What follows belongs to an exercise in optimizing a design on an open flow for a short achievable clock period and few clock cycles; a production flow would make more cautious choices. The RTL was checked by simulation tests, not by an equivalence proof against the original design. Power and IR drop assume default switching activity.

## MIPS_Top
module MIPS_Top(
    input clk,
    input reset,
    input [31:0] instr,
    output [31:0] pc,
    output dmem_we,
    output [31:0] dmem_addr,
    output [31:0] dmem_wdata,
    output [15:0] test_value
    );
==> flow/config.mk <==
export PLATFORM = sky130hd
export DESIGN_NAME = MIPS_Top
export DESIGN_NICKNAME = MIPS_Top
export VERILOG_FILES = /design/flow/design.v
export SDC_FILE = /design/flow/constraint.sdc
export NUM_CORES = 8
export LEC_CHECK = 0
export CAP_MARGIN = 20
export CORE_MARGIN = 2
export CORE_UTILIZATION = 45
export PLACE_DENSITY = 0.55
export SLEW_MARGIN = 20
export SYNTH_HIERARCHICAL = 1
==> flow/constraint.sdc <==
create_clock -name core_clock -period 21.0 [get_ports {clk}]
set_input_delay 4.2000 -clock core_clock [delete_from_list [all_inputs] [get_ports {clk}]]
set_output_delay 4.2000 -clock core_clock [all_outputs]
set_load 0.01 [all_outputs]
standard.sh (not shown) runs the stock make flow with config.mk's settings and CLKGATE_MAP_FILE= SYNTH_SCRIPT=/design/flow/synth_recipe.tcl, a recipe that flattens the netlist after the stock synthesis.
==> flow/flow/run.sh <==
#!/bin/bash
# The standard layout (the standard.sh, unchanged synthesis), with the
# timing repair steps asked to leave a setup margin, so that they keep
# working on the paths after the design's period is met.
set -euo pipefail
bash standard.sh SETUP_SLACK_MARGIN=15.5 finish > standard.log 2>&1
Testbench counts at the start, summed over its fixed seeds: cycles 58,910.
Then changed:
==> flow/flow/run.sh (replaced) <==
#!/bin/bash
# The standard layout (the standard.sh, unchanged synthesis), with the
# timing repair steps asked to leave a setup margin, so that they keep
# working on the paths after the design's period is met. After placement,
# the flip-flops that only drive an output port's buffer are moved next to
# that buffer (flow/reloc.tcl), then the standard layout goes on.
set -euo pipefail
odb=orfs/results/${FLOW_PLATFORM}/MIPS_Top/base/3_place.odb
bash standard.sh SETUP_SLACK_MARGIN=15.5 place > standard_place.log 2>&1
ODB=$odb OUT=$odb.reloc openroad -exit flow/reloc.tcl > reloc.log 2>&1
mv $odb.reloc $odb
bash standard.sh SETUP_SLACK_MARGIN=15.5 finish > standard.log 2>&1
==> flow/flow/reloc.tcl (new file) <==
# Put each flip-flop that drives an output port only through the port's
# buffer next to that buffer, then legalize.
read_db $::env(ODB)
set block [ord::get_db_block]
set moved 0
foreach bterm [$block getBTerms] {
  if {[$bterm getIoType] ne "OUTPUT"} continue
  set net [$bterm getNet]
  set buf ""
  foreach it [$net getITerms] { if {[$it isOutputSignal]} { set buf [$it getInst] } }
  if {$buf eq ""} continue
  set in ""
  foreach it [$buf getITerms] { if {[$it isInputSignal] && [$it getNet] ne "NULL"} { set in [$it getNet] } }
  if {$in eq ""} continue
  set drv ""; set nload 0
  foreach it [$in getITerms] {
    if {[$it isOutputSignal]} { set drv [$it getInst] } elseif {[$it isInputSignal]} { incr nload }
  }
  if {$drv eq "" || $nload != 1} continue
  if {![string match "*df*" [[$drv getMaster] getName]]} continue
  set loc [$buf getLocation]
  $drv setLocation [lindex $loc 0] [lindex $loc 1]
  incr moved
}
puts "RELOC moved $moved flops"
detailed_placement
check_placement
write_db $::env(OUT)
--- a/flow/config.mk
+++ b/flow/config.mk
@@ -8,6 +8,6 @@
 export CAP_MARGIN = 20
 export CORE_MARGIN = 2
-export CORE_UTILIZATION = 45
-export PLACE_DENSITY = 0.55
+export CORE_UTILIZATION = 52
+export PLACE_DENSITY = 0.62
 export SLEW_MARGIN = 20
 export SYNTH_HIERARCHICAL = 1
- The new run completed without violations
- wire length fell by a few percent
- final cell count shrinks by a few percent
- design area drops slightly
- synthesized cell count stays the same
- die area drops by roughly a tenth
- core utilization climbs by 7.7 points

---

TR:
Another version of the RTL of MIPS_Top (not shown whole).
Size: roughly 25,000 cells after synthesis, about 5,400 flip-flops.
Settings: LEC_CHECK=0, CAP_MARGIN=20, CORE_MARGIN=2, CORE_UTILIZATION=45, PLACE_DENSITY=0.55, SLEW_MARGIN=20, SYNTH_HIERARCHICAL=1; clock period 21.0 ns.
==> flow/flow/run.sh <==
#!/bin/bash
# The standard layout (the standard.sh, unchanged synthesis), with the
# timing repair steps asked to leave a setup margin, so that they keep
# working on the paths after the design's period is met.
set -euo pipefail
bash standard.sh SETUP_SLACK_MARGIN=16 finish > standard.log 2>&1
The flow completed for TR, but it is not clean: the layout still shows max-capacitance violations, max-slew violations.
Testbench counts of TR, summed over its fixed seeds: cycles 58,767.
Changes in JK relative to TR:
--- a/flow/flow/run.sh
+++ b/flow/flow/run.sh
@@ -5,2 +5,2 @@
 set -euo pipefail
-bash standard.sh SETUP_SLACK_MARGIN=16 finish > standard.log 2>&1
+bash standard.sh SETUP_SLACK_MARGIN=15.5 finish > standard.log 2>&1
Results
Of JK and TR, just one finished clean: JK.
Compared JK vs TR, and period utilization is down in JK.
| number of maximum-capacitance violations | JK vs TR | 1 lower |
From TR to JK the numbers moved as follows: fraction of power spent switching nets dropped 0.27 points; minimum setup slack after placement climbed 210 ps; leakage power dropped 1.2%.
JK vs TR on global-route usage: JK is the lower one.

==> what the ideal ports hide <==
The flow's constraints put no driver on any port. The routed layouts listed below were extracted and timed again, unchanged, in two steps.
Step 1: set_driving_cell puts a clkbuf_16 on clk and a buf_2 on each other input, an assumption about the parent block.
Step 2 adds t to the input delays and takes it off the output delays; t is the mean of the earliest and latest rising clock arrival at the registers after step 1. Input paths then give back, and output paths get back, about the clock's delay inside the block.
a / b / c = ideal / step 1 / step 2; a / b = the first two.
run | shift t [ns] | setup WS [ns] | worst setup path after step 2 | slew at the worst register clock pin (ns) | worst slew at a driven data input, ns
the first run of note 1 | 1.304 | 14.930 / 14.778 / 13.788 | input to register | 0.07 / 0.07 | 0.36
the second run of note 1 | 1.277 | 14.934 / 14.842 / 13.743 | input to register | 0.07 / 0.07 | 0.26
TR | 1.308 | 14.824 / 14.817 / 13.563 | input to register | 0.07 / 0.07 | 0.71
JK | 1.308 | 14.899 / 14.779 / 13.472 | input to register | 0.07 / 0.07 | 0.40
For JK, which loses most, drivers alone change the setup slack by -0.120 ns; drivers and shift together by -1.427 ns.
